This is an optimization exercise on Yosys and OpenROAD, whose aim is small area, a short achievable clock period and few clock cycles per item, not a production implementation. In this exercise RTL edits were held to simulation tests only and were not proved equivalent to the original.

`flow/run.sh`:
```
#!/bin/bash
# synth_recipe.tcl (not shown) runs the flow's synth.tcl, then flattens the netlist and writes it again
# the make line also repeats each setting of config.mk as NAME=value (left out here)
make -C /OpenROAD-flow-scripts/flow DESIGN_CONFIG=/design/flow/config.mk WORK_HOME=/design/flow/orfs CLKGATE_MAP_FILE= SYNTH_SCRIPT=/design/flow/synth_recipe.tcl finish
```
`flow/config.mk`:
```
export PLATFORM = sky130hd
export DESIGN_NAME = aes128_core
export DESIGN_NICKNAME = aes128_core
export VERILOG_FILES = /design/flow/design.v
export SDC_FILE = /design/flow/constraint.sdc
export NUM_CORES = 4
export LEC_CHECK = 0
export ABC_AREA = 1
export CAP_MARGIN = 20
export CORE_MARGIN = 2
export CORE_UTILIZATION = 40
export SLEW_MARGIN = 20
```
`flow/constraint.sdc`:
```
create_clock -name core_clock -period 12.0 [get_ports {clk}]
set_input_delay 2.4000 -clock core_clock [delete_from_list [all_inputs] [get_ports {clk}]]
set_output_delay 2.4000 -clock core_clock [all_outputs]
set_load 0.01 [all_outputs]
```
`flow/design.v`:
```
`timescale 1ns / 1ps
module sbox(
	input  [7:0] data_i,
	output [7:0] data_o
	);
	wire L0, L1, L2, L3, L4, L5, L6, L7, L8, L9, L10, L11, L12, L13, L14, L15, L16, L17, L18, L19, L20, L21, L22, L23, L24, L25, L26, L27, L28, L29, M1, M2, M3, M4, M5, M6, M7, M8, M9, M10, M11, M12, M13, M14, M15, M16, M17, M18, M19, M20, M21, M22, M23, M24, M25, M26, M27, M28, M29, M30, M31, M32, M33, M34, M35, M36, M37, M38, M39, M40, M41, M42, M43, M44, M45, M46, M47, M48, M49, M50, M51, M52, M53, M54, M55, M56, M57, M58, M59, M60, M61, M62, M63, T1, T2, T3, T4, T5, T6, T7, T8, T9, T10, T11, T12, T13, T14, T15, T16, T17, T18, T19, T20, T21, T22, T23, T24, T25, T26, T27;
	wire U0, U1, U2, U3, U4, U5, U6, U7;
	wire S0, S1, S2, S3, S4, S5, S6, S7;
	assign U0 = data_i[7];
	assign U1 = data_i[6];
	assign U2 = data_i[5];
	assign U3 = data_i[4];
	assign U4 = data_i[3];
	assign U5 = data_i[2];
	assign U6 = data_i[1];
	assign U7 = data_i[0];
	assign T1 = U0 ^ U3;
	assign T2 = U0 ^ U5;
	assign T3 = U0 ^ U6;
	assign T4 = U3 ^ U5;
	assign T5 = U4 ^ U6;
	assign T6 = T1 ^ T5;
	assign T7 = U1 ^ U2;
	assign T8 = U7 ^ T6;
	assign T9 = U7 ^ T7;
	assign T10 = T6 ^ T7;
	assign T11 = U1 ^ U5;
	assign T12 = U2 ^ U5;
	assign T13 = T3 ^ T4;
	assign T14 = T6 ^ T11;
	assign T15 = T5 ^ T11;
	assign T16 = T5 ^ T12;
	assign T17 = T9 ^ T16;
	assign T18 = U3 ^ U7;
	assign T19 = T7 ^ T18;
	assign T20 = T1 ^ T19;
	assign T21 = U6 ^ U7;
	assign T22 = T7 ^ T21;
	assign T23 = T2 ^ T22;
	assign T24 = T2 ^ T10;
	assign T25 = T20 ^ T17;
	assign T26 = T3 ^ T16;
	assign T27 = T1 ^ T12;
	assign M1 = T13 & T6;
	assign M2 = T23 & T8;
	assign M3 = T14 ^ M1;
	assign M4 = T19 & U7;
	assign M5 = M4 ^ M1;
	assign M6 = T3 & T16;
	assign M7 = T22 & T9;
	assign M8 = T26 ^ M6;
	assign M9 = T20 & T17;
	assign M10 = M9 ^ M6;
	assign M11 = T1 & T15;
	assign M12 = T4 & T27;
	assign M13 = M12 ^ M11;
	assign M14 = T2 & T10;
	assign M15 = M14 ^ M11;
	assign M16 = M3 ^ M2;
	assign M17 = M5 ^ T24;
	assign M18 = M8 ^ M7;
	assign M19 = M10 ^ M15;
	assign M20 = M16 ^ M13;
	assign M21 = M17 ^ M15;
	assign M22 = M18 ^ M13;
	assign M23 = M19 ^ T25;
	assign M24 = M22 ^ M23;
	assign M25 = M22 & M20;
	assign M26 = M21 ^ M25;
	assign M27 = M20 ^ M21;
	assign M28 = M23 ^ M25;
	assign M29 = M28 & M27;
	assign M30 = M26 & M24;
	assign M31 = M20 & M23;
	assign M32 = M27 & M31;
	assign M33 = M27 ^ M25;
	assign M34 = M21 & M22;
	assign M35 = M24 & M34;
	assign M36 = M24 ^ M25;
	assign M37 = M21 ^ M29;
	assign M38 = M32 ^ M33;
	assign M39 = M23 ^ M30;
	assign M40 = M35 ^ M36;
	assign M41 = M38 ^ M40;
	assign M42 = M37 ^ M39;
	assign M43 = M37 ^ M38;
	assign M44 = M39 ^ M40;
	assign M45 = M42 ^ M41;
	assign M46 = M44 & T6;
	assign M47 = M40 & T8;
	assign M48 = M39 & U7;
	assign M49 = M43 & T16;
	assign M50 = M38 & T9;
	assign M51 = M37 & T17;
	assign M52 = M42 & T15;
	assign M53 = M45 & T27;
	assign M54 = M41 & T10;
	assign M55 = M44 & T13;
	assign M56 = M40 & T23;
	assign M57 = M39 & T19;
	assign M58 = M43 & T3;
	assign M59 = M38 & T22;
	assign M60 = M37 & T20;
	assign M61 = M42 & T1;
	assign M62 = M45 & T4;
	assign M63 = M41 & T2;
	assign L0 = M61 ^ M62;
	assign L1 = M50 ^ M56;
	assign L2 = M46 ^ M48;
	assign L3 = M47 ^ M55;
	assign L4 = M54 ^ M58;
	assign L5 = M49 ^ M61;
	assign L6 = M62 ^ L5;
	assign L7 = M46 ^ L3;
	assign L8 = M51 ^ M59;
	assign L9 = M52 ^ M53;
	assign L10 = M53 ^ L4;
	assign L11 = M60 ^ L2;
	assign L12 = M48 ^ M51;
	assign L13 = M50 ^ L0;
	assign L14 = M52 ^ M61;
	assign L15 = M55 ^ L1;
	assign L16 = M56 ^ L0;
	assign L17 = M57 ^ L1;
	assign L18 = M58 ^ L8;
	assign L19 = M63 ^ L4;
	assign L20 = L0 ^ L1;
	assign L21 = L1 ^ L7;
	assign L22 = L3 ^ L12;
	assign L23 = L18 ^ L2;
	assign L24 = L15 ^ L9;
	assign L25 = L6 ^ L10;
	assign L26 = L7 ^ L9;
	assign L27 = L8 ^ L10;
	assign L28 = L11 ^ L14;
	assign L29 = L11 ^ L17;
	assign S0 = L6 ^ L24;
	assign S1 = ~(L16 ^ L26);
	assign S2 = ~(L19 ^ L28);
	assign S3 = L6 ^ L21;
	assign S4 = L20 ^ L22;
	assign S5 = L25 ^ L29;
	assign S6 = ~(L13 ^ L27);
	assign S7 = ~(L6 ^ L23);
	assign data_o = {S0, S1, S2, S3, S4, S5, S6, S7};
endmodule
`timescale 1ns / 1ps
module aes128_core(
	input          clk,
	input          rst_n,      
	input          start,      
	input          decrypt,    
	input  [127:0] key,        
	input  [127:0] data_in,    
	output         ready,      
	output         done,       
	output [127:0] data_out
	);
	function [7:0] xt;           
		input [7:0] b;
		xt = {b[6:0], 1'b0} ^ (b[7] ? 8'h1b : 8'h00);
	endfunction
	function [7:0] ainv;         
		input [7:0] b;
		integer i;
		for (i = 0; i < 8; i = i + 1)
			ainv[i] = b[(i+2)%8] ^ b[(i+5)%8] ^ b[(i+7)%8];
	endfunction
	function [31:0] mixcol;      
		input [31:0] w;
		reg [7:0] a0, a1, a2, a3, s;
		begin
			a0 = w[7:0]; a1 = w[15:8]; a2 = w[23:16]; a3 = w[31:24];
			s  = a0 ^ a1 ^ a2 ^ a3;
			mixcol = {a3 ^ s ^ xt(a3 ^ a0), a2 ^ s ^ xt(a2 ^ a3),
			          a1 ^ s ^ xt(a1 ^ a2), a0 ^ s ^ xt(a0 ^ a1)};
		end
	endfunction
	function [31:0] precol;      
		input [31:0] w;
		reg [7:0] a0, a1, a2, a3, u, v;
		begin
			a0 = w[7:0]; a1 = w[15:8]; a2 = w[23:16]; a3 = w[31:24];
			u  = xt(xt(a0 ^ a2));
			v  = xt(xt(a1 ^ a3));
			precol = {a3 ^ v, a2 ^ u, a1 ^ v, a0 ^ u};
		end
	endfunction
	reg  [127:0] sa, sb;         
	reg  [127:0] ka, kb;         
	reg  [31:0]  kfb;
	reg  [127:0] out_q;
	reg          busy_a, busy_b, dec_a, dec_b;
	reg  [3:0]   r_a, r_b;       
	reg          rdy_q, done_q;
	reg  [15:0]  dec_av, dec_bv, rdy_v;
	wire last_a = dec_a ? (r_a == 4'd1) : (r_a == 4'd10);
	wire last_b = dec_b ? (r_b == 4'd1) : (r_b == 4'd10);
	wire r_a1 = (r_a == 4'd1), r_a10 = (r_a == 4'd10);
	wire r_b1 = (r_b == 4'd1), r_b10 = (r_b == 4'd10);
	wire [15:0] last_bv;
	assign ready    = rdy_q;
	assign done     = done_q;
	assign data_out = out_q;
	wire accept = start & rdy_q;
	wire [127:0] sbox_o;
	genvar gi;
	generate
		for (gi = 0; gi < 16; gi = gi + 1) begin : g_sb
			sbox u_sb(.data_i(sa[8*gi +: 8]), .data_o(sbox_o[8*gi +: 8]));
		end
	endgenerate
	wire [31:0] w0 = ka[31:0], w1 = ka[63:32], w2 = ka[95:64], w3 = ka[127:96];
	wire [31:0] ks_sb;
	generate
		for (gi = 0; gi < 4; gi = gi + 1) begin : g_ksb
			sbox u_ksb(.data_i(w3[8*gi +: 8]), .data_o(ks_sb[8*gi +: 8]));
		end
	endgenerate
	wire [31:0] kf = {ks_sb[7:0], ks_sb[31:24], ks_sb[23:16], ks_sb[15:8]};
	wire [7:0]  rc = {r_a == 4'd8, r_a == 4'd7, r_a == 4'd6 | r_a == 4'd10,
	                  r_a == 4'd5 | r_a == 4'd9 | r_a == 4'd10, r_a == 4'd4 | r_a == 4'd9,
	                  r_a == 4'd3 | r_a == 4'd10, r_a == 4'd2 | r_a == 4'd9 | r_a == 4'd10,
	                  r_a == 4'd1 | r_a == 4'd9};
	wire [31:0] c0 = w0 ^ {24'h0, rc};
	wire [31:0] c1 = c0 ^ w1;
	wire [31:0] c2 = c1 ^ w2;
	wire [31:0] c3 = c2 ^ w3;
	wire [127:0] kc_d = {w3, w2 ^ w1, w1 ^ w0, c0};
	wire [127:0] kc_e = {c3, c2, c1, c0};
	wire [127:0] kc;
	wire [127:0] v, x, t, m, y, o, rk, st, sa_next, ka_next;
	genvar gr, gc;
	generate
		for (gi = 0; gi < 16; gi = gi + 1) begin : g_byte
			wire db = dec_bv[gi];
			assign last_bv[gi] = db ? r_b1 : r_b10;
			assign kc[8*gi +: 8] = dec_av[gi] ? kc_d[8*gi +: 8] : kc_e[8*gi +: 8];
			assign rk[8*gi +: 8] = kb[8*gi +: 8] ^ ((gi < 4 || !db) ? kfb[8*(gi%4) +: 8] : 8'h00);
			assign v[8*gi +: 8] = db ? (ainv(sb[8*gi +: 8]) ^ 8'h05) : sb[8*gi +: 8];
			assign x[8*gi +: 8] = v[8*gi +: 8] ^ rk[8*gi +: 8];
			assign y[8*gi +: 8] = db ? m[8*gi +: 8] : (m[8*gi +: 8] ^ rk[8*gi +: 8]);
			assign o[8*gi +: 8] = last_bv[gi] ? x[8*gi +: 8] : y[8*gi +: 8];
			assign st[8*gi +: 8] = rdy_v[gi] ? (data_in[8*gi +: 8] ^ key[8*gi +: 8]) : o[8*gi +: 8];
			if (gi >= 12) begin : g_kt
				assign ka_next[8*gi +: 8] = rdy_v[gi]
					? (decrypt ? key[8*gi +: 8] ^ key[8*gi-32 +: 8] : key[8*gi +: 8])
					: (db ? rk[8*gi +: 8] ^ rk[8*gi-32 +: 8] : rk[8*gi +: 8]);
			end else begin : g_kn
				assign ka_next[8*gi +: 8] = rdy_v[gi] ? key[8*gi +: 8] : rk[8*gi +: 8];
			end
		end
		for (gi = 0; gi < 4; gi = gi + 1) begin : g_mix
			wire [31:0] pc = precol(x[32*gi +: 32]);
			for (gr = 0; gr < 4; gr = gr + 1) begin : g_t
				assign t[32*gi+8*gr +: 8] = dec_bv[4*gi+gr] ? pc[8*gr +: 8] : v[32*gi+8*gr +: 8];
			end
			assign m[32*gi +: 32] = mixcol(t[32*gi +: 32]);
		end
		for (gc = 0; gc < 4; gc = gc + 1) begin : g_col
			for (gr = 0; gr < 4; gr = gr + 1) begin : g_row
				wire [7:0] be = st[8*(4*((gc+gr)%4)+gr) +: 8];       
				wire [7:0] bd = st[8*(4*((gc+4-gr)%4)+gr) +: 8];     
				wire ld_dec = rdy_v[4*gc+gr] ? decrypt : dec_bv[4*gc+gr];
				assign sa_next[8*(4*gc+gr) +: 8] = ld_dec ? (ainv(bd) ^ 8'h05) : be;
			end
		end
	endgenerate
	always @(posedge clk) begin
		sa    <= sa_next;
		sb    <= sbox_o;
		ka    <= ka_next;
		kb    <= kc;
		kfb   <= kf;
		out_q <= o;
		dec_b <= dec_a;
		r_b   <= r_a;
		dec_bv <= dec_av;
		dec_av <= rdy_v & {16{decrypt}} | ~rdy_v & dec_bv;
		if (rdy_q) begin
			dec_a <= decrypt;
			r_a   <= decrypt ? 4'd10 : 4'd1;
		end else begin
			dec_a <= dec_b;
			r_a   <= dec_b ? r_b - 4'd1 : r_b + 4'd1;
		end
	end
	always @(posedge clk) begin
		if (!rst_n) begin
			busy_a <= 1'b0;
			busy_b <= 1'b0;
			rdy_q  <= 1'b1;
			rdy_v  <= 16'hffff;
			done_q <= 1'b0;
		end else begin
			busy_a <= accept | (busy_b & ~last_b);
			busy_b <= busy_a;
			rdy_q  <= ~busy_a | last_a;
			rdy_v  <= ~{16{busy_a}} | dec_av & {16{r_a1}} | ~dec_av & {16{r_a10}};
			done_q <= busy_b & last_b;
		end
	end
endmodule
```
==> flow_summary.ini, run 1 <==
[final_layout]
fin_util = 0.4559
fin_area_sq_um = 84460
area_growth_pct = 13.34
drive_gt1_frac = 0.03943
finalNetCount = 13510

[hold_path]
min_delay_path_depth = 0
hold_path.class = reg2reg
hp-start = ka[25]
holdPathEnd = kb[25]

[placement]
dpl-instance-area_sq_um = 81010
io_buffers = 389
place.gp.congestion = 1.054
hpwl_um = 281400

[yosys]
synth_common_cells = nand2_1 (5,691), nand3_1 (1,615), inv_1 (1,252)
async_flop_share = 0
syn_area_sq_um = 74520
ys.flop_type = dfxtp_1
avgSynthCellArea_sq_um = 5.777
synth_edf_count = 0
netlist_top_cells_area = nand2_1 (29%), dfxtp_1 (20%), xor2_1 (13%), nand3_1 (11%), xnor2_1 (7.1%)
yosysWarnings = 1
yosysTopAreaCell = nand2_1
ys_ff_latch = 734
synthCells = 12900
synth.most_common_cell = nand2_1
ys_seq_area_frac = 0.1972
synth_cell_types = 55
syn_nets = 13200
netlist.area_leader.share = 0.2867

[sta]
finalSetupTns_ps = 0
drv_slew = 0
setup_viol = 0
min_period_ps = 5535
hold_viol = 0
fin_crit_sh = 0.4612
tightest_slew_ps = 1205
fmax_ghz = 0.1807
slew_headroom = 0.1884
skew_ps = 47.98
rsz0062_at_grt = no
whs_ps = 365.6

[grt]
grt_max_degree = 46
antenna_found_initial = 13
grt_pass1_wl_um = 482400
grt_pass1_vias = 76290
use_met1 = 0.4157
overflow = 0
gr-usage-met2 = 0.5534
use_met3 = 0.05033
track_usage = 0.3358
busiest_layer = met2

[setup_path]
cp_common_cell = nand2_1
worstPathRequired_ps = 12650
path_class = reg2reg
crit_chain = buf_4, clkinv_1, nand3_1, nand2_1, inv_1, nand3_1, nand2_1, nand2_1, nand3_1, nand2_1, o21ai_0, nand2_1, nand2_1, xor2_1, nand2_1, nand3_1, nand2_1, o21ai_0, nand2_1, nand3_1, nand2_1, nand2_1, nand2_1
critPathLaunchType = flip-flop
crit_buf_inv = 3
slowest_delay_ps = 730
critPathTopFamily = simple AND/OR/NAND/NOR gates
arrival_ps = 6180
r2r_slack_ps = 6470
cp_max_fo = 41
crit_path_top_delay_cell = o21ai_0
end_kind = flip-flop
critical_path_depth = 23
r2r_start = dec_bv[10]
rr_worst_depth = 23
reg2reg_to = sa[104]

[floorplanning]
die_w_um = 435.6
rows = 158
dieHeight_um = 435.6
core_area_sq_um = 185200
die-area_sq_um = 189800
ioPinCount = 390
initial_utilization = 0.4023

[status]
outcome = finished clean

[clock_tree]
holdBufCountCts = 0
clk_latency_ps = 780
root_buffer = clkbuf_16
htree_levels = 3
clock_sinks = 734
cts_tree = built
cts_made_buffers = 94
clkTransAtPathRegs_ps = 60
cts_resized = 0
clockBufferDepth = 3
post_cts_buffers = 0

[detailed_routing]
firstDrtPassIters = 8
first_iter_violations = 8094
totalWireLength_um = 332700
via_count = 82910
drc_errors = 0
via_per_inst = 5.255
wire_per_inst_um = 21.09
antenna_left = 0

[flow_run]
maxCapViolations = 0
-- how the worst max path moves through the flow --
| stage | startpoint | end |
|---|---|---|
| after floorplan | decrypt | sa[29] |
| after global placement | dec_bv[7] | sa[26] |
| after detailed placement | dec_bv[7] | sa[29] |
| after CTS | dec_bv[10] | sa[104] |
| after global routing | dec_bv[10] | sa[104] |
| final | dec_bv[10] | sa[104] |
-- flip-flops by register name (all words and copies together) (netlist names) --
| signal | cells |
|---|---|
| busy_a | 1 |
| busy_b | 1 |
| dec_a | 1 |
| dec_av | 16 |
| dec_b | 1 |
| dec_bv | 16 |
| done_q | 1 |
| ka | 128 |
| kb | 128 |
| kfb | 32 |
| out_q | 128 |
| r_a | 4 |
| r_b | 4 |
| rdy_q | 1 |
| rdy_v | 16 |
| sa | 128 |
| sb | 128 |
-- through the flow --
step,cells,setup WS (ps)
floorplan,12900,8291
global placement,15590,6725
detailed placement,15590,6713
CTS,15770,6674
global route,15770,6114
finish,15780,6465
-- cell usage in the layout (no fill, tap or decap), types with 23 or more instances in the layout --
cell / netlist / layout
dfxtp_1: 734 / 734
ha_1: 44 / 44
inv_2: 23 / 24
nand3b_1: 52 / 52
nor2_1: 504 / 503
or2_2: 137 / 137
xor2_1: 1083 / 1083
o21ai_0: 383 / 382
clkdlybuf4s50_1: 0 / 388
o22ai_1: 39 / 39
nand3_1: 1615 / 1615
nand2_1: 5691 / 5690
o21bai_1: 72 / 72
nor3_1: 33 / 32
buf_4: 0 / 62
xor2_2: 37 / 37
xnor2_2: 28 / 28
xnor2_1: 606 / 606
o21ai_1: 59 / 57
a21oi_1: 64 / 64
clkbuf_16: 0 / 95
inv_1: 1252 / 1252
nand2_2: 34 / 35
o211ai_1: 23 / 23
-- worst register-to-register path: stages, from the launching register on --
cell	delay [ps]
dfxtp_1	310
buf_4	390
clkinv_1	650
nand3_1	230
nand2_1	190
inv_1	120
nand3_1	80
nand2_1	110
nand2_1	90
nand3_1	90
nand2_1	80
o21ai_0	730
nand2_1	110
nand2_1	180
xor2_1	450
nand2_1	120
nand3_1	120
nand2_1	280
o21ai_0	680
nand2_1	160
nand3_1	120
nand2_1	60
nand2_1	50
nand2_1	40
-- cell type report --
class                           instances  area (sq um)
Antenna cell                            9         22.52
Clock buffer                          118          2574
Clock inverter                         56         849.6
Fill cell                           19740        100800
Inverter                             1295          4861
Multi-Input combinational cell      10640         54000
Sequential cell                       734         14690
Tap cell                             2480          3103
Timing Repair Buffer                  450          4349
-- routing by layer --
| metal | share of wire | up-vias |
|---|---|---|
| li1 | - | 40700 |
| met1 | 0.41 | 38180 |
| met2 | 0.45 | 3321 |
| met3 | 0.071 | 704 |
| met4 | 0.067 | 4 |
| met5 | 0.000075 | - |
-- logic make-up after synthesis --
logic type / count (synthesis) / synth area share
xor+xnor: 1766 / 0.2167
simple gates: 8153 / 0.4502
fa+ha+maj: 44 / 0.007388
buf+inv: 1529 / 0.07836
compound gates: 672 / 0.05012
flops: 734 / 0.1972
Testbench counts, summed over its fixed seeds: cycles 5,144, items 512.
==> run 2: changes to the inputs <==
--- a/flow/config.mk
+++ b/flow/config.mk
@@ -8,5 +8,5 @@
 export ABC_AREA = 1
 export CAP_MARGIN = 20
 export CORE_MARGIN = 2
-export CORE_UTILIZATION = 40
+export CORE_UTILIZATION = 60
 export SLEW_MARGIN = 20
==> run 2 against run 1 <==
Net effect:
- still clean
- critical path depth fell by 1
- via count grew 3.7%
- synthesized cell count unchanged
- final cell count shrank 5.6%
- critical path type unchanged
==> flow_summary.ini, run 2 <==
[status]
outcome = finished clean

[clock_tree]
cts_resized = 0
clk_latency_ps = 730
htree_levels = 3
clkTransAtPathRegs_ps = 70
cts_made_buffers = 84
holdBufCountCts = 0
post_cts_buffers = 0
root_buffer = clkbuf_16
clock_sinks = 734
clockBufferDepth = 3
cts_tree = built

[floorplanning]
core_area_sq_um = 123500
die-area_sq_um = 127000
initial_utilization = 0.6035
ioPinCount = 390
die_w_um = 356.4
rows = 129
dieHeight_um = 356.4

[setup_path]
reg2reg_to = sa[56]
critPathLaunch = dec_bv[10]
rr_worst_depth = 22
end_kind = flip-flop
critPathLaunchType = flip-flop
worstPathRequired_ps = 12650
r2r_start = dec_bv[10]
arrival_ps = 6290
path_class = reg2reg
cp_max_fo = 41
r2r_slack_ps = 6360
endpoint = sa[56]

[sta]
slew_headroom = 0.1666
drv_slew = 0
setup_viol = 0
fin_crit_sh = 0.4702
finalSetupTns_ps = 0
skew_ps = 31.04
fin_ws_ps = 6358
min_period_ps = 5642
hold_viol = 0
fmax_ghz = 0.1772
tightest_slew_ps = 1237
rsz0062_at_grt = no

[yosys]
avgSynthCellArea_sq_um = 5.777
synth_top_family_by_area = simple AND/OR/NAND/NOR gates
ys.flop_type = dfxtp_1
synth-simple-area-share = 0.4502
synth-compound-area-share = 0.05012
netlist_top_cells_area = nand2_1 (29%), dfxtp_1 (20%), xor2_1 (13%), nand3_1 (11%), xnor2_1 (7.1%)
synth_common_cells = nand2_1 (5,691), nand3_1 (1,615), inv_1 (1,252)
synth_cell_types = 55
ys_ff_latch = 734
syn_area_sq_um = 74520
yosysTopAreaCell = nand2_1
synthCells = 12900
synthAdderAreaFrac = 0.007388
synth.most_common_cell = nand2_1
synthXorXnorAreaFrac = 0.2167
syn_nets = 13200
yosysWarnings = 1
netlist.area_leader.share = 0.2867
ys_seq_area_frac = 0.1972
synth_edf_count = 0
synthMuxAreaShare = 0
async_flop_share = 0

[grt]
grt_pass1_vias = 79180
track_usage = 0.4605
grt_pass1_wl_um = 451000
antenna_found_initial = 11
grt_max_degree = 45
overflow = 0

[flow_run]
maxCapViolations = 0

[placement]
hpwl_um = 248900
place.gp.congestion = 1.097
io_buffers = 389
post-place-ws_ps = 6824
dpl-instance-area_sq_um = 79880

[hold_path]
hold_path.class = reg2reg

[detailed_routing]
via_count = 85940
antenna_left = 0
via_per_inst = 5.768
wire_per_inst_um = 20.50
totalWireLength_um = 305500
drc_errors = 0
first_iter_violations = 10280
firstDrtPassIters = 10

[final_layout]
drive_gt1_frac = 0.03718
area_growth_pct = 11.17
final_common_cell = nand2_1
finalNetCount = 13490
fin_area_sq_um = 82840
mostFrequentLayoutCells = nand2_1 (5,690), nand3_1 (1,615), inv_1 (1,252)
fin_util = 0.6709
n_fill_cell = 11270
[run 2: per-layer routing]
layer  GRT usage  share of wire
met4      0.3499          0.091
met3      0.1313           0.12
met1      0.5368           0.36
met5           0        0.00021
met2      0.7155           0.43
[run 2: how the worst min path moves through the flow]
| stage | startpoint | end | cells after the start |
|---|---|---|---|
| 6_report | dec_av[2] | dec_bv[2] | 0 |
| 5_1_grt | dec_av[2] | dec_bv[2] | 0 |
| 4_1_cts | dec_av[2] | dec_bv[2] | 0 |
| 3_5_place_dp | dec_a | dec_b | 0 |
| 3_3_place_gp | dec_a | dec_b | 0 |
| 2_1_floorplan | dec_av[10] | dec_bv[10] | 0 |
[run 2: layout make-up]
type                    instances  area [sq um]  share of cell area
well taps                    1637          2048             0.02473
multi-input cells           10640         54000              0.6519
repair buffers                440          4274             0.05160
clock inverters                45         591.8            0.007144
clock buffers                 111          2365             0.02855
inverters                    1295          4861             0.05868
flip-flops and latches        734         14690              0.1774
diodes                          2         5.005          0.00006042
[run 2: logic make-up (layout without fill, tap and decap cells)]
| group | after synthesis | in the layout |
|---|---|---|
| AND/OR/NAND/NOR | 8153 | 8153 |
| XOR/XNOR | 1766 | 1766 |
| buffers and inverters | 1529 | 1891 |
| flip-flops | 734 | 734 |
| AO/OA/AOI/OAI | 672 | 672 |
| adder cells (fa/ha/maj) | 44 | 44 |
| other | 0 | 2 |
[run 2: critical path, stage by stage (launching register included)]
cell and delay [ps]:
dfxtp_1 320, buf_4 390, clkinv_1 580, nand3_1 220, nand2_1 230, inv_1 140
nand3_1 80, nand2_1 120, nand2_1 100, nand3_1 100, nand2_1 100, o21ai_0 640
nand2_1 130, nand2_1 190, xor2_1 670, nand2_1 130, nand3_1 110, o21ai_0 450
a21boi_1 420, nand3_1 140, nand3_1 110, nand3_1 70, nand2_1 100
[run 2: metrics by stage]
| stage | hold slack [ps] | instances |
|---|---|---|
| floorplan | 329.0 | 12900 |
| global placement | 353.3 | 14740 |
| detailed placement | 359.8 | 14740 |
| CTS | 351.3 | 14900 |
| global route | 368.9 | 14900 |
| finish | 341.2 | 14900 |
==> run 3: changes to the inputs <==
--- a/flow/design.v
+++ b/flow/design.v
@@ -229,7 +229,7 @@
 	wire [127:0] kc_d = {w3, w2 ^ w1, w1 ^ w0, c0};
 	wire [127:0] kc_e = {c3, c2, c1, c0};
 	wire [127:0] kc;
-	wire [127:0] v, x, t, m, y, o, rk, st, sa_next, ka_next;
+	wire [127:0] v, x, t, m, y, rk, st, sa_next, ka_next;
 	genvar gr, gc;
 	generate
 		for (gi = 0; gi < 16; gi = gi + 1) begin : g_byte
@@ -239,9 +239,12 @@
 			assign rk[8*gi +: 8] = kb[8*gi +: 8] ^ ((gi < 4 || !db) ? kfb[8*(gi%4) +: 8] : 8'h00);
 			assign v[8*gi +: 8] = db ? (ainv(sb[8*gi +: 8]) ^ 8'h05) : sb[8*gi +: 8];
 			assign x[8*gi +: 8] = v[8*gi +: 8] ^ rk[8*gi +: 8];
-			assign y[8*gi +: 8] = db ? m[8*gi +: 8] : (m[8*gi +: 8] ^ rk[8*gi +: 8]);
-			assign o[8*gi +: 8] = last_bv[gi] ? x[8*gi +: 8] : y[8*gi +: 8];
-			assign st[8*gi +: 8] = rdy_v[gi] ? (data_in[8*gi +: 8] ^ key[8*gi +: 8]) : o[8*gi +: 8];
+			assign y[8*gi +: 8] = m[8*gi +: 8] ^ (db ? 8'h00 : rk[8*gi +: 8]);
+			wire sel_ld = rdy_v[gi];
+			wire sel_x  = ~rdy_v[gi] & last_bv[gi];
+			wire sel_y  = ~rdy_v[gi] & ~last_bv[gi];
+			assign st[8*gi +: 8] = {8{sel_ld}} & (data_in[8*gi +: 8] ^ key[8*gi +: 8])
+			                     | {8{sel_x}} & x[8*gi +: 8] | {8{sel_y}} & y[8*gi +: 8];
 			if (gi >= 12) begin : g_kt
 				assign ka_next[8*gi +: 8] = rdy_v[gi]
 					? (decrypt ? key[8*gi +: 8] ^ key[8*gi-32 +: 8] : key[8*gi +: 8])
@@ -272,7 +275,7 @@
 		ka    <= ka_next;
 		kb    <= kc;
 		kfb   <= kf;
-		out_q <= o;
+		out_q <= x;     
 		dec_b <= dec_a;
 		r_b   <= r_a;
 		dec_bv <= dec_av;
==> flow/flow/run.sh (new file) <==
#!/bin/bash
# Standard layout, with repair_timing asked to leave a setup margin (the
# SDC, clock period and every other setting are unchanged).
set -euo pipefail
export SETUP_SLACK_MARGIN=8
bash standard.sh > standard_make.log 2>&1
==> flow/standard.sh (new file) <==
#!/bin/bash
# synth_recipe.tcl (not shown) runs the flow's synth.tcl, then flattens the netlist and writes it again
# the make line also repeats each setting of config.mk as NAME=value (left out here)
make -C /OpenROAD-flow-scripts/flow DESIGN_CONFIG=/design/flow/config.mk WORK_HOME=/design/flow/orfs CLKGATE_MAP_FILE= SYNTH_SCRIPT=/design/flow/synth_recipe.tcl "${@:-finish}"
--- a/flow/config.mk
+++ b/flow/config.mk
@@ -8,5 +8,5 @@
 export ABC_AREA = 1
 export CAP_MARGIN = 20
 export CORE_MARGIN = 2
-export CORE_UTILIZATION = 60
+export CORE_UTILIZATION = 40
 export SLEW_MARGIN = 20
removed: flow/run.sh
==> run 3 against run 2 <==
Net effect:
- still clean
- cell area grew 15%
- maximum frequency grew 38%
- critical path type is now in2reg
==> flow_summary.ini, run 3 <==
[grt]
use_met3 = 0.04883
grt_pass1_vias = 78140
antenna_found_initial = 14
use_met1 = 0.4366
overflow = 0
grt_pass1_wl_um = 504900
busiest_layer = met2
track_usage = 0.3554
grt_max_degree = 44
gr-usage-met2 = 0.5864

[detailed_routing]
firstDrtPassIters = 9
drc_errors = 0
totalWireLength_um = 360000
first_iter_violations = 8006
via_count = 86010
wire_per_inst_um = 22.14
antenna_left = 0
via_per_inst = 5.289

[final_layout]
drive_gt1_frac = 0.1594
mostFrequentLayoutCells = nand2_1 (5,089), nand3_1 (1,505), inv_1 (1,393)
regArea_sq_um = 15200
finalNetCount = 14000
n_fill_cell = 19210
layoutNonFillerInstCount = 16260
final_common_cell = nand2_1
area_growth_pct = 27.64
multi_input_area_sq_um = 60370

[setup_path]
path_class = in2reg
cp_max_fo = 4
critPathLaunchType = input pin
arrival_ps = 4740
end_kind = flip-flop
worstPathRequired_ps = 12660

[hold_path]
hold_path.class = reg2reg

[floorplanning]
die_w_um = 435.9
rows = 158
core_area_sq_um = 185400
ioPinCount = 390
initial_utilization = 0.4024
die-area_sq_um = 190000
dieHeight_um = 435.9

[clock_tree]
clk_latency_ps = 770
htree_levels = 3
clockBufferDepth = 3
cts_tree = built
clock_sinks = 734
root_buffer = clkbuf_16
holdBufCountCts = 0
cts_made_buffers = 93
clkTransAtPathRegs_ps = 60

[sta]
skew_ps = 42.46
fin_crit_sh = 0.3399
finalSetupTns_ps = 0
hold_viol = 0
slew_headroom = 0.2252
setup_viol = 0
min_period_ps = 4078
tightest_slew_ps = 1156
rsz0062_at_grt = yes
drv_slew = 0
fmax_ghz = 0.2452

[yosys]
avgSynthCellArea_sq_um = 5.732
ys_seq_area_frac = 0.1969
async_flop_share = 0
synth_edf_count = 0
netlist_top_cells_area = nand2_1 (28%), dfxtp_1 (20%), xor2_1 (11%), nand3_1 (11%), xnor2_1 (7.5%)
yosysTopAreaCell = nand2_1
synth.most_common_cell = nand2_1
syn_area_sq_um = 74620
synthCells = 13020
synth_cell_types = 49
ys.flop_type = dfxtp_1
netlist.area_leader.share = 0.2838
yosysWarnings = 1
syn_nets = 13320
ys_ff_latch = 734
synth_common_cells = nand2_1 (5,642), nand3_1 (1,588), inv_1 (1,481)

[placement]
io_buffers = 389
dp_cells = 15740
hpwl_um = 294300
place.gp.congestion = 1.043

[status]
outcome = finished clean

[flow_run]
maxCapViolations = 0
==> run 3: cell types whose count changed after synthesis, moves of 34 or more <==
cell and change:
nand2_1 -49, xnor2_1 +34, inv_1 +229, xor2_1 -106
nor2_1 +44, or2_2 -65, o22ai_1 +109
==> run 3: logic make-up (layout without fill, tap and decap cells) <==
logic type      Yosys count  count (layout)  synth area share
other cells               0               7                 0
fa+ha+maj                44              44          0.007378
flops                   734             734            0.1969
xor+xnor               1686            1686            0.2065
buf+inv                1715            2471           0.08786
compound gates          771             771           0.05835
simple gates           8068            8068            0.4429
==> run 3: final cells by class <==
cell class              instances  share of cell area
repair inverters                4           0.0002890
clock inverters                55            0.007869
inverters                    1510             0.06047
clock buffers                 116             0.02640
diodes                          7           0.0001839
multi-input cells           10570              0.6339
repair buffers                786             0.07872
flip-flops and latches        734              0.1596
well taps                    2480             0.03258
==> run 3: metal layers <==
| layer | wire [um] | vias to the layer above |
|---|---|---|
| met5 | 11 | - |
| met4 | 27140 | 2 |
| met3 | 24680 | 832 |
| met2 | 163600 | 3330 |
| met1 | 144600 | 40190 |
| li1 | - | 41650 |
==> run 3: final timing paths <==
check                               start         to  slack (ps)  depth (start not counted)
worst max-delay path              key[92]     sa[58]        7920                          9
worst min-delay path            dec_av[7]  dec_bv[7]         360                          0
worst max register to register     r_b[1]     sa[14]        8070                         13
worst min register to register  dec_av[7]  dec_bv[7]         360                          0
==> run 3: per-stage QoR <==
| stage | hold slack, ps | worst slack [ps] | instance area [sq um] | utilization |
|---|---|---|---|---|
| floorplan | 329.0 | 8286 | 74620 | - |
| global route | 363.0 | 7914 | 95230 | 0.5135 |
| CTS | 366.9 | 7923 | 87980 | 0.4745 |
| finish | 358.4 | 7922 | 95240 | 0.5136 |
| global placement | 354.6 | 6544 | 81180 | 0.4378 |
| detailed placement | 357.8 | 6659 | 81190 | 0.4378 |
==> run 3: worst max-delay path, cell delays in order <==
cell and delay [ps]:
clkdlybuf4s50_1 740, xnor2_1 260, o22ai_1 560, inv_1 260, nand2_4 140, nand2_1 70
nand3_1 70, nand3_1 110, nand2_1 120
==> run 3: repair_timing <==
action | 4_1_cts | 5_1_grt
pin swaps | 70 | 265
resized for setup | 887 | 1216
buffers inserted | 82 | 238
setup endpoints to repair | 396 | 288
endpoints found under the hold margin | 0 | 0
cloned | 8 | 13
Testbench counts of run 3, summed over its fixed seeds: cycles 5,144, items 512.
==> run 4: changes to the inputs <==
==> flow/flow/run.sh (replaced) <==
#!/bin/bash
# Standard layout, with repair_timing asked to leave a setup margin and the
# port buffers made with buf_2 cells (the SDC, clock period and every other
# setting are unchanged). make's output goes to standard_make.log; ORFS keeps
# each step's log under orfs/logs.
set -euo pipefail
export SETUP_SLACK_MARGIN=8
export BUFFER_PORTS_ARGS="-buffer_cell sky130_fd_sc_hd__buf_2"
bash standard.sh > standard_make.log 2>&1
==> run 4 against run 3 <==
Net effect:
- clock skew up 5.1 ps
- cell area down 4.4%
- sequential share of layout area increased by 0.64 points
- sequential cell count stayed put
- die area unchanged
- critical endpoint is now kfb[8]
- still clean
==> flow_summary.ini, run 4 <==
[yosys]
synth_top_family_by_area = simple AND/OR/NAND/NOR gates
ys_seq_area_frac = 0.1969
synth.most_common_cell = nand2_1
async_flop_share = 0
yosysWarnings = 1
yosysTopAreaCell = nand2_1
synthMuxAreaShare = 0
syn_area_sq_um = 74620
netlist_top_cells_area = nand2_1 (28%), dfxtp_1 (20%), xor2_1 (11%), nand3_1 (11%), xnor2_1 (7.5%)
synthXorXnorAreaFrac = 0.2065
synth-compound-area-share = 0.05835
syn_nets = 13320
netlist.area_leader.share = 0.2838
synth-simple-area-share = 0.4429
synth_cell_types = 49
synth_common_cells = nand2_1 (5,642), nand3_1 (1,588), inv_1 (1,481)
avgSynthCellArea_sq_um = 5.732
ys_ff_latch = 734
synthCells = 13020
ys.flop_type = dfxtp_1
synthAdderAreaFrac = 0.007378
synth_edf_count = 0

[final_layout]
n_fill_cell = 19700
finalNetCount = 13900
area_growth_pct = 22.06
mostFrequentLayoutCells = nand2_1 (5,181), nand3_1 (1,542), inv_1 (1,418)
drive_gt1_frac = 0.1607
fin_util = 0.4912
layoutNonFillerInstCount = 16160
final_common_cell = nand2_1

[sta]
skew_ps = 47.60
rsz0062_at_grt = yes
fmax_ghz = 0.2550
setup_viol = 0
slew_headroom = 0.2307
finalSetupTns_ps = 0
fin_crit_sh = 0.3268
min_period_ps = 3921
whs_ps = 360.5
drv_slew = 0
tightest_slew_ps = 1150
hold_viol = 0

[setup_path]
r2r_start = ka[115]
worstPathRequired_ps = 12630
crit_path_top_delay_cell = dfxtp_2
path_class = reg2reg
r2r_slack_ps = 8080
end_kind = flip-flop
reg2reg_to = kfb[8]
cp_max_fo = 4
arrival_ps = 4550
crit_buf_inv = 3
critPathLaunchType = flip-flop
cp_common_cell = nand2_1
rr_worst_depth = 20
critPathTopFamily = XOR/XNOR gates
slowest_delay_ps = 430
crit_chain = xnor2_4, inv_1, or2_2, nand2_2, xor2_2, ha_1, xnor2_1, xor2_1, xor2_2, inv_1, o21ai_2, xnor2_2, inv_1, nor2_2, xor2_1, nand2_1, nand2_1, nand2_1, nand2_1, xor2_4

[clock_tree]
clockBufferDepth = 3
clkTransAtPathRegs_ps = 60
cts_tree = built
root_buffer = clkbuf_16
clock_sinks = 734
cts_made_buffers = 93
htree_levels = 3
clk_latency_ps = 770

[detailed_routing]
antenna_left = 0
wl_met1_um = 129200
drc_errors = 0
top_layer_used = met4
via_per_inst = 5.184
wl_met3_um = 24150
totalWireLength_um = 328900
met2WireLength_um = 146900
firstDrtPassIters = 12
via_count = 83760
wire_per_inst_um = 20.35
first_iter_violations = 7697

[floorplanning]
dieHeight_um = 435.9
rows = 158
die-area_sq_um = 190000
initial_utilization = 0.4024
core_area_sq_um = 185400
die_w_um = 435.9
ioPinCount = 390

[status]
outcome = finished clean

[grt]
grt_pass1_vias = 74500
antenna_found_initial = 9
track_usage = 0.3251
grt_pass1_wl_um = 465800
grt_max_degree = 47
overflow = 0

[placement]
hpwl_um = 268500
place.gp.congestion = 1.075
io_buffers = 389
dp_cells = 15740

[flow_run]
maxCapViolations = 0

[hold_path]
hp-start = dec_av[5]
min_delay_path_depth = 0
holdPathEnd = dec_bv[5]
hold_path.class = reg2reg
==> run 4: changes by cell type in the layout (fill, tap and decap cells not counted), sizes merged, moves of 6 or more <==
| cell | before | now |
|---|---|---|
| buf | 381 | 671 |
| clkbuf | 128 | 120 |
| clkdlybuf4s50 | 257 | 0 |
| clkinvlp | 31 | 25 |
| dlygate4sd2 | 131 | 0 |
| inv | 1491 | 1499 |
==> run 4: worst max-delay path by stage <==
stage | from | slack (ps) | depth (start not counted) | to
6_report | ka[115] | 8080 | 20 | kfb[8]
5_1_grt | ka[101] | 7850 | 28 | kfb[26]
4_1_cts | dec_bv[9] | 7940 | 28 | sa[111]
3_5_place_dp | dec_bv[14] | 7140 | 28 | sa[15]
3_3_place_gp | dec_bv[9] | 7110 | 28 | sa[111]
2_1_floorplan | decrypt | 8290 | 7 | sa[107]
==> run 4: logic make-up (layout without fill, tap and decap cells) <==
logic type	Yosys count	count (layout)
buf+inv	1715	2364
flops	734	734
other cells	0	12
compound gates	771	771
simple gates	8068	8068
fa+ha+maj	44	44
xor+xnor	1686	1686
==> run 4: layer usage <==
layer / up-vias / global-route usage
li1: 41460 / -
met2: 3355 / 0.5256
met4: 0 / 0.2393
met1: 38160 / 0.3967
met3: 787 / 0.04066
met5: - / 0
==> run 4: timing repair <==
item / in CTS / in global routing
setup endpoints to repair: 254 / 288
gates resized for setup: 569 / 1037
hold buffers: 0 / 0
gates cloned: 5 / 10
pin swaps: 34 / 224
setup buffers: 44 / 180
==> run 4: layout make-up <==
cell class / count / area, sq um / share of cell area
sequential: 734 / 15120 / 0.1661
clock inverter: 58 / 807.0 / 0.008860
inverter: 1510 / 5747 / 0.06309
antenna: 12 / 30.03 / 0.0003297
timing repair buffer: 681 / 4681 / 0.05139
multi-input combinational: 10570 / 59090 / 0.6488
tap: 2480 / 3103 / 0.03407
timing repair inverter: 5 / 35.03 / 0.0003846
clock buffer: 110 / 2462 / 0.02703
==> run 4: per-stage QoR <==
stage               setup slack [ps]  cell area [sq um]
floorplan                       8286              74620
global placement                7113              79230
detailed placement              7142              79240
CTS                             7943              85110
global route                    7849              91070
finish                          8079              91080
==> run 5: changes to the inputs <==
--- a/flow/flow/run.sh
+++ b/flow/flow/run.sh
@@ -4,6 +4,6 @@
 # setting are unchanged). make's output goes to standard_make.log; ORFS keeps
 # each step's log under orfs/logs.
 set -euo pipefail
-export SETUP_SLACK_MARGIN=8
+export SETUP_SLACK_MARGIN=7.85
 export BUFFER_PORTS_ARGS="-buffer_cell sky130_fd_sc_hd__buf_2"
 bash standard.sh > standard_make.log 2>&1
==> run 5 against run 4 <==
Net effect:
- sequential share of layout area grew 0.46 points
- wire length down 1.2%
- die area unchanged
- via count is 0.94% lower
- synthesized cell count is the same
- largest cell class unchanged
- count of clock-buffer cells in the layout unchanged
- synthesized area did not move
- maximum frequency decreased by 4.8%
- worst setup slack got worse by 200 ps
==> flow_summary.ini, run 5 <==
[status]
outcome = finished clean

[sta]
fin_ws_ps = 7881
drv_slew = 0
hold_viol = 0
fin_crit_sh = 0.3432
setup_viol = 0
fmax_ghz = 0.2428
skew_ps = 50.11
tightest_slew_ps = 1195
rsz0062_at_grt = yes
finalSetupTns_ps = 0
min_period_ps = 4119
slew_headroom = 0.2005

[final_layout]
area_growth_pct = 17.93
mostFrequentLayoutCells = nand2_1 (5,336), nand3_1 (1,557), inv_1 (1,445)
finalNetCount = 13780
final_common_cell = nand2_1
n_fill_cell = 19960
drive_gt1_frac = 0.1290
fin_util = 0.4746

[yosys]
avgSynthCellArea_sq_um = 5.732
ys.flop_type = dfxtp_1
synth_cell_types = 49
ys_seq_area_frac = 0.1969
ys_ff_latch = 734
netlist.area_leader.share = 0.2838
synthCells = 13020
syn_area_sq_um = 74620
synth_edf_count = 0
yosysTopAreaCell = nand2_1
yosysWarnings = 1
synth.most_common_cell = nand2_1
netlist_top_cells_area = nand2_1 (28%), dfxtp_1 (20%), xor2_1 (11%), nand3_1 (11%), xnor2_1 (7.5%)
syn_nets = 13320
synth_common_cells = nand2_1 (5,642), nand3_1 (1,588), inv_1 (1,481)
async_flop_share = 0

[clock_tree]
cts_tree = built
holdBufCountCts = 0
htree_levels = 3
clock_sinks = 734
clockBufferDepth = 3
clk_latency_ps = 780
root_buffer = clkbuf_16
clkTransAtPathRegs_ps = 60
cts_made_buffers = 93

[grt]
grt_max_degree = 47
grt_pass1_vias = 74020
overflow = 0
track_usage = 0.3236
antenna_found_initial = 8
grt_pass1_wl_um = 463500

[setup_path]
crit_path_top_delay_cell = dfxtp_2
r2r_start = ka[115]
cp_common_cell = nand2_1
critPathLaunchType = flip-flop
r2r_slack_ps = 7880
critPathLaunch = ka[115]
end_kind = flip-flop
crit_chain = xnor2_2, inv_1, or2_2, nand2_2, xor2_2, ha_1, xnor2_1, xor2_1, xor2_2, buf_4, nand2_1, nand2_1, nand2_1, nor2_2, xnor2_2, inv_1, nand2_1, nand2_1, xor2_1, nand2_1, nand2_1
path_class = reg2reg
arrival_ps = 4650
cp_max_fo = 4
worstPathRequired_ps = 12530
slowest_delay_ps = 360

[detailed_routing]
via_count = 82970
totalWireLength_um = 324900
drc_errors = 0
via_per_inst = 5.172
first_iter_violations = 8003
wire_per_inst_um = 20.25
antenna_left = 0
firstDrtPassIters = 8

[hold_path]
hp-start = dec_av[5]
hold_path.class = reg2reg

[placement]
hpwl_um = 268500
place.gp.congestion = 1.075
io_buffers = 389
post-place-ws_ps = 7142

[floorplanning]
core_area_sq_um = 185400
dieHeight_um = 435.9
rows = 158
initial_utilization = 0.4024
ioPinCount = 390
die_w_um = 435.9
die-area_sq_um = 190000

[flow_run]
maxCapViolations = 0
run 5: cell counts after synthesis:
Identical to the previous run, type by type.
run 5: kinds of logic after synthesis:
| family | count (synthesis) | synth area share |
|---|---|---|
| simple gates | 8068 | 0.4429 |
| xor+xnor | 1686 | 0.2065 |
| flops | 734 | 0.1969 |
| buf+inv | 1715 | 0.08786 |
| compound gates | 771 | 0.05835 |
| fa+ha+maj | 44 | 0.007378 |
run 5: path summary, 6_finish.rpt:
kind | end | cells past startpoint
setup / recovery | kfb[13] | 21
hold / removal | dec_bv[5] | 0
setup reg to reg | kfb[13] | 21
hold reg to reg | dec_bv[5] | 0
run 5: area by class of cell:
| type | count | area (sq um) | area share |
|---|---|---|---|
| Sequential cell | 734 | 15020 | 0.1706 |
| Multi-Input combinational cell | 10570 | 57190 | 0.6499 |
| Inverter | 1510 | 5728 | 0.06509 |
| Timing Repair inverter | 4 | 27.53 | 0.0003128 |
| Tap cell | 2480 | 3103 | 0.03526 |
| Timing Repair Buffer | 561 | 3620 | 0.04113 |
| Antenna cell | 18 | 45.04 | 0.0005119 |
| Clock inverter | 58 | 807.0 | 0.009171 |
| Clock buffer | 110 | 2462 | 0.02798 |
run 5: what timing repair did:
item	4_1_cts	5_1_grt
pin swaps	13	92
endpoints found under the setup margin	204	288
gates cloned	4	6
buffers inserted	22	86
gates resized for setup	327	788
run 5: per-layer routing:
layer / part of all wire / track usage
met5: 0 / 0
met4: 0.084 / 0.2391
met3: 0.075 / 0.04150
met2: 0.45 / 0.5222
met1: 0.39 / 0.3946
run 5: stage by stage:
| step | hold slack [ps] | area, sq um | instances |
|---|---|---|---|
| floorplan | 329.0 | 74620 | 13020 |
| CTS | 366.7 | 83970 | 15930 |
| global placement | 356.5 | 79230 | 15740 |
| global route | 374.2 | 87970 | 16030 |
| detailed placement | 356.2 | 79240 | 15740 |
| finish | 361.7 | 88000 | 16040 |
run 5: critical path: cells and delay by family (launching register included):
family,cells,cell delay [ps]
adders and majority gates,1,260
buffers and inverters,3,340
and+or+nand+nor,10,1450
xor gates and xnor gates,7,1480
DFF,1,360
==> run 6: changes to the inputs <==
--- a/flow/config.mk
+++ b/flow/config.mk
@@ -9,4 +9,5 @@
 export CAP_MARGIN = 20
 export CORE_MARGIN = 2
 export CORE_UTILIZATION = 40
+export CTS_BUF_LIST = sky130_fd_sc_hd__clkbuf_8
 export SLEW_MARGIN = 20
==> run 6 against run 5 <==
Net effect:
- still clean on timing, DRC and antenna
- die area unchanged
- via count increased by 0.55%
- critical path depth is the same
- sequential cell count unchanged
- synthesized cell count is the same
- synthesized area unchanged
- final cell count increased by 0.62%
- worst hold slack about the same
- first-iteration DRC count fell by 2.8%
- highest routed layer unchanged
==> flow_summary.ini, run 6 <==
[setup_path]
critPathTopFamily = XOR/XNOR gates
r2r_start = ka[115]
worstPathRequired_ps = 12740
cp_max_fo = 4
r2r_slack_ps = 7880
reg2reg_to = kfb[13]
arrival_ps = 4860
critPathLaunchType = flip-flop
path_class = reg2reg
slowest_delay_ps = 360
crit_chain = xnor2_2, inv_1, or2_2, nand2_2, xor2_2, ha_1, xnor2_1, xor2_1, xor2_2, buf_4, nand2_1, nand2_1, nand2_1, nor2_2, xnor2_2, inv_1, nand2_1, nand2_1, xor2_1, nand2_1, nand2_1
rr_worst_depth = 21
crit_path_top_delay_cell = dfxtp_2
end_kind = flip-flop
cp_common_cell = nand2_1
crit_buf_inv = 3

[sta]
fin_crit_sh = 0.3437
slew_headroom = 0.1402
rsz0062_at_grt = yes
fin_ws_ps = 7875
tightest_slew_ps = 1285
fmax_ghz = 0.2424
hold_viol = 0
whs_ps = 361.6
drv_slew = 0
min_period_ps = 4125
finalSetupTns_ps = 0
setup_viol = 0
skew_ps = 85.09

[grt]
use_met1 = 0.3967
track_usage = 0.3251
grt_pass1_wl_um = 464700
use_met3 = 0.04464
antenna_found_initial = 10
overflow = 0
gr-usage-met2 = 0.5245
grt_max_degree = 47
busiest_layer = met2
grt_pass1_vias = 74250

[placement]
io_buffers = 389
dpl-instance-area_sq_um = 79240
hpwl_um = 268500
post-place-ws_ps = 7142
place.gp.congestion = 1.075

[hold_path]
hold_path.class = reg2reg
min_delay_path_depth = 0
holdPathEnd = dec_bv[5]
hp-start = dec_av[5]

[yosys]
netlist_top_cells_area = nand2_1 (28%), dfxtp_1 (20%), xor2_1 (11%), nand3_1 (11%), xnor2_1 (7.5%)
yosysWarnings = 1
synth_cell_types = 49
ys_seq_area_frac = 0.1969
syn_area_sq_um = 74620
synth.most_common_cell = nand2_1
syn_nets = 13320
yosysTopAreaCell = nand2_1
synth_edf_count = 0
ys_ff_latch = 734
synthCells = 13020
avgSynthCellArea_sq_um = 5.732
synth_common_cells = nand2_1 (5,642), nand3_1 (1,588), inv_1 (1,481)
ys.flop_type = dfxtp_1
netlist.area_leader.share = 0.2838
async_flop_share = 0

[final_layout]
finalNetCount = 13840
mostFrequentLayoutCells = nand2_1 (5,322), nand3_1 (1,557), inv_1 (1,472)
final_common_cell = nand2_1
fin_area_sq_um = 88230
n_fill_cell = 20060
area_growth_pct = 18.24
drive_gt1_frac = 0.1356

[detailed_routing]
drc_errors = 0
totalWireLength_um = 326000
via_count = 83430
antenna_left = 0
via_per_inst = 5.168
wire_per_inst_um = 20.19
first_iter_violations = 7781
firstDrtPassIters = 7

[floorplanning]
dieHeight_um = 435.9
die_w_um = 435.9
rows = 158
die-area_sq_um = 190000
ioPinCount = 390
core_area_sq_um = 185400
initial_utilization = 0.4024

[flow_run]
maxCapViolations = 0

[clock_tree]
clockBufferDepth = 3
root_buffer = clkbuf_8
clkTransAtPathRegs_ps = 60
cts_tree = built
clk_latency_ps = 990
htree_levels = 4
clock_sinks = 734
cts_made_buffers = 143

[status]
outcome = finished clean
## run 6: cell counts after synthesis
Identical to the previous run, type by type.
## run 6: worst reg2reg max path, delay by kind of cell, from the launching register on
kind / cells / cell delay (ps)
flops: 1 / 360
xor+xnor: 7 / 1480
buf+inv: 3 / 350
simple gates: 10 / 1450
fa+ha+maj: 1 / 260
## run 6: layer usage
| metal | up-vias | wire, um |
|---|---|---|
| met5 | - | 0 |
| met4 | 0 | 28520 |
| met3 | 850 | 24300 |
| met2 | 3310 | 144300 |
| met1 | 37870 | 128900 |
| li1 | 41410 | - |
## run 6: worst max-delay path by stage
stage / depth (start not counted) / end / start / slack, ps
2_1_floorplan: 7 / sa[107] / decrypt / 8290
3_3_place_gp: 28 / sa[111] / dec_bv[9] / 7110
3_5_place_dp: 28 / sa[15] / dec_bv[14] / 7140
4_1_cts: 25 / sa[115] / dec_bv[4] / 7810
5_1_grt: 24 / kfb[10] / ka[118] / 7790
6_report: 21 / kfb[13] / ka[115] / 7880
## run 6: through the flow
stage	cells	utilization
after detailed placement	15740	0.4274
after global placement	15740	0.4273
after CTS	16020	0.4535
after floorplan	13020	-
final	16140	0.4758
after global routing	16140	0.4757
## run 6: layout make-up
class                           count  area, sq um  area share
Tap cell                         2480         3103     0.03517
Clock inverter                     86        922.1     0.01045
Timing Repair Buffer              575         3735     0.04233
Inverter                         1510         5732     0.06496
Timing Repair inverter              4        27.53   0.0003120
Clock buffer                      170         2340     0.02652
Multi-Input combinational cell  10570        57320      0.6496
Sequential cell                   734        15020      0.1702
Antenna cell                       15        37.54   0.0004254
## run 6: kinds of logic after synthesis
| group | share of synthesized area |
|---|---|
| buffers and inverters | 0.08786 |
| AOI/OAI and AO/OA | 0.05835 |
| adders and majority gates | 0.007378 |
| xor gates and xnor gates | 0.2065 |
| DFF | 0.1969 |
| and+or+nand+nor | 0.4429 |
## run 6: timing repair
item / CTS / global route
buffers inserted: 21 / 101
pin swaps: 13 / 104
endpoints found under the hold margin: 0 / 0
gates cloned: 4 / 6
hold buffers: 0 / 0
gates resized for setup: 350 / 792
endpoints found under the setup margin: 204 / 288
==> run 7: changes to the inputs <==
--- a/flow/design.v
+++ b/flow/design.v
@@ -193,7 +193,9 @@
 	reg          busy_a, busy_b, dec_a, dec_b;
 	reg  [3:0]   r_a, r_b;       
 	reg          rdy_q, done_q;
-	reg  [15:0]  dec_av, dec_bv, rdy_v;
+	wire [15:0]  dec_av = {16{dec_a}};
+	wire [15:0]  dec_bv = {16{dec_b}};
+	wire [15:0]  rdy_v  = {16{rdy_q}};
 	wire last_a = dec_a ? (r_a == 4'd1) : (r_a == 4'd10);
 	wire last_b = dec_b ? (r_b == 4'd1) : (r_b == 4'd10);
 	wire r_a1 = (r_a == 4'd1), r_a10 = (r_a == 4'd10);
@@ -278,8 +280,6 @@
 		out_q <= x;     
 		dec_b <= dec_a;
 		r_b   <= r_a;
-		dec_bv <= dec_av;
-		dec_av <= rdy_v & {16{decrypt}} | ~rdy_v & dec_bv;
 		if (rdy_q) begin
 			dec_a <= decrypt;
 			r_a   <= decrypt ? 4'd10 : 4'd1;
@@ -293,13 +293,11 @@
 			busy_a <= 1'b0;
 			busy_b <= 1'b0;
 			rdy_q  <= 1'b1;
-			rdy_v  <= 16'hffff;
 			done_q <= 1'b0;
 		end else begin
 			busy_a <= accept | (busy_b & ~last_b);
 			busy_b <= busy_a;
 			rdy_q  <= ~busy_a | last_a;
-			rdy_v  <= ~{16{busy_a}} | dec_av & {16{r_a1}} | ~dec_av & {16{r_a10}};
 			done_q <= busy_b & last_b;
 		end
 	end
--- a/flow/config.mk
+++ b/flow/config.mk
@@ -9,5 +9,4 @@
 export CAP_MARGIN = 20
 export CORE_MARGIN = 2
 export CORE_UTILIZATION = 40
-export CTS_BUF_LIST = sky130_fd_sc_hd__clkbuf_8
 export SLEW_MARGIN = 20
==> run 7 against run 6 <==
Net effect:
- still clean
- clock skew fell by 2.8 ps
- largest cell class unchanged
- register-to-register slack improved by 80 ps
- count of clock-buffer cells in the layout shrank 60
- critical path type unchanged
- critical path depth up 7
==> flow_summary.ini, run 7 <==
[yosys]
syn_area_sq_um = 74920
ys.flop_type = dfxtp_1
syn_nets = 13920
synth.most_common_cell = nand2_1
ys_ff_latch = 686
synth_edf_count = 0
netlist.area_leader.share = 0.3166
synth_common_cells = nand2_1 (6,319), nand3_1 (1,876), inv_1 (1,516)
netlist_top_cells_area = nand2_1 (32%), dfxtp_1 (18%), nand3_1 (13%), xor2_1 (9.6%), inv_1 (7.6%)
synthCells = 13620
ys_seq_area_frac = 0.1833
yosysTopAreaCell = nand2_1
yosysWarnings = 1
synth_cell_types = 53
avgSynthCellArea_sq_um = 5.502
async_flop_share = 0

[clock_tree]
cts_made_buffers = 89
clk_latency_ps = 780
clock_sinks = 686
root_buffer = clkbuf_16
htree_levels = 3
clkTransAtPathRegs_ps = 60
cts_tree = built
holdBufCountCts = 0
clockBufferDepth = 3

[grt]
grt_pass1_wl_um = 481700
overflow = 0
antenna_found_initial = 25
grt_max_degree = 121
grt_pass1_vias = 75350
track_usage = 0.3347

[floorplanning]
core_area_sq_um = 185800
ioPinCount = 390
die-area_sq_um = 190800
dieHeight_um = 436.8
die_w_um = 436.8
initial_utilization = 0.4032
rows = 158

[detailed_routing]
first_iter_violations = 8628
firstDrtPassIters = 8
drc_errors = 0
antenna_left = 0
totalWireLength_um = 341400
via_count = 86960
via_per_inst = 5.220
wire_per_inst_um = 20.49

[hold_path]
hp-start = ka[23]
hold_path.class = reg2reg
min_delay_path_depth = 0

[final_layout]
mostFrequentLayoutCells = nand2_1 (6,015), nand3_1 (1,825), inv_1 (1,478)
fin_util = 0.4818
regArea_sq_um = 13900
finalNetCount = 14400
final_common_cell = nand2_1
area_growth_pct = 19.51
n_fill_cell = 19920
multi_input_area_sq_um = 58920
drive_gt1_frac = 0.1292

[setup_path]
arrival_ps = 4690
rr_worst_depth = 28
worstPathRequired_ps = 12650
path_class = reg2reg
cp_max_fo = 8
critPathLaunch = dec_b
r2r_start = dec_b
crit_path_top_delay_cell = dfxtp_4
cp_common_cell = nand2_1
end_kind = flip-flop
critPathLaunchType = flip-flop
slowest_delay_ps = 370

[placement]
hpwl_um = 271100
place.gp.congestion = 1.059
io_buffers = 389

[sta]
setup_viol = 0
fmax_ghz = 0.2475
tightest_slew_ps = 1153
fin_crit_sh = 0.3367
finalSetupTns_ps = 0
hold_viol = 0
drv_slew = 0
slew_headroom = 0.2257
rsz0062_at_grt = yes
whs_ps = 361.4
min_period_ps = 4041
skew_ps = 82.29

[flow_run]
maxCapViolations = 0

[status]
outcome = finished clean
## run 7: changes by cell type in the layout (fill, tap and decap cells not counted), moves of 38 or more
cell,previous run,this run
nand3_1,1557,1825
xor2_4,25,69
o21bai_1,65,4
dfxtp_4,56,18
clkbuf_8,171,15
nand2_1,5322,6015
xor2_1,821,643
clkbuf_16,6,100
o21ai_0,347,296
## run 7: per-stage QoR
step	cells	setup WS [ps]	cell area, sq um
after global placement	16320	6115	79480
after CTS	16530	7794	84660
after global routing	16650	7766	89520
after floorplan	13620	8404	74920
final	16660	7959	89540
after detailed placement	16320	6145	79510
## run 7: per-layer routing
metal | up-vias | part of all wire | GRT usage
met4 | 6 | 0.091 | 0.2519
met3 | 777 | 0.084 | 0.04559
met5 | - | 0.00011 | 0
met1 | 39410 | 0.41 | 0.4307
met2 | 3655 | 0.42 | 0.5076
li1 | 43110 | - | -
## run 7: cells by family after synthesis
logic type	count (synthesis)	synth area share
compound gates	571	0.04177
xor+xnor	1486	0.1783
fa+ha+maj	44	0.007348
buf+inv	1771	0.09108
flops	686	0.1833
simple gates	9059	0.4982
## run 7: worst paths after layout
path              to  slack [ps]
max          sa[104]        7960
min           kb[23]         360
max reg2reg  sa[104]        7960
min reg2reg   kb[23]         360
## run 7: area by class of cell
cell class | count | area share
multi-input combinational | 11160 | 0.6581
antenna | 12 | 0.0003354
timing repair inverter | 4 | 0.0008524
clock inverter | 55 | 0.007518
timing repair buffer | 604 | 0.05049
inverter | 1549 | 0.06548
sequential | 686 | 0.1553
clock buffer | 110 | 0.02732
tap | 2480 | 0.03466
## run 7: timing repair
action | in CTS | in global routing
resized for setup | 233 | 844
pin swaps | 10 | 114
gates cloned | 14 | 13
setup endpoints to repair | 151 | 286
setup buffers | 27 | 109
## run 7: critical path, delay by kind of cell, from the launching register on
kind	cells	cell delay (ps)
buffers and inverters	6	860
DFF	1	370
and+or+nand+nor	18	1930
xor gates and xnor gates	2	470
AOI/OAI and AO/OA	2	260
Testbench counts of run 7, summed over its fixed seeds: cycles 5,144, items 512.

afterwards: timing with drivers on the ports:
No port has a modelled driver above. Below, the same layouts with a new extraction and two added sets of constraints. Step 1: set_driving_cell puts a clkbuf_16 on clk and a buf_2 on each other input, an assumption about the parent block. Step 2, shift: input delay + t, output delay - t, t = (earliest + latest rising clock arrival at the registers) / 2. This alone moves slack from input paths to output paths. Slacks: ideal ports / drivers / drivers and shift; pairs: ideal ports / drivers.
run | t, ns | setup WS [ns] | hold slack, ns | worst setup path after step 2 | slew at the worst register clock pin (ns)
run 1 | 0.839 | 6.465 / 6.465 / 6.465 | 0.366 / 0.366 / 0.366 | register to register | 0.07 / 0.07
run 2 | 0.795 | 6.358 / 6.358 / 6.358 | 0.341 / 0.341 / 0.341 | register to register | 0.07 / 0.07
run 3 | 0.837 | 7.922 / 7.981 / 7.144 | 0.358 / 0.358 / 0.358 | input to register | 0.07 / 0.07
run 4 | 0.831 | 8.079 / 8.066 / 7.436 | 0.361 / 0.361 / 0.361 | input to register | 0.07 / 0.07
run 5 | 0.834 | 7.881 / 7.881 / 7.421 | 0.362 / 0.362 / 0.362 | input to register | 0.07 / 0.07
run 6 | 1.030 | 7.875 / 7.854 / 7.411 | 0.362 / 0.362 / 0.362 | input to register | 0.09 / 0.09
run 7 | 0.836 | 7.959 / 7.952 / 7.307 | 0.361 / 0.361 / 0.361 | input to register | 0.07 / 0.07
After both steps setup and hold are still met in every run listed. For run 3, which loses most, drivers alone change the setup slack by +0.059 ns; drivers and shift together by -0.778 ns.
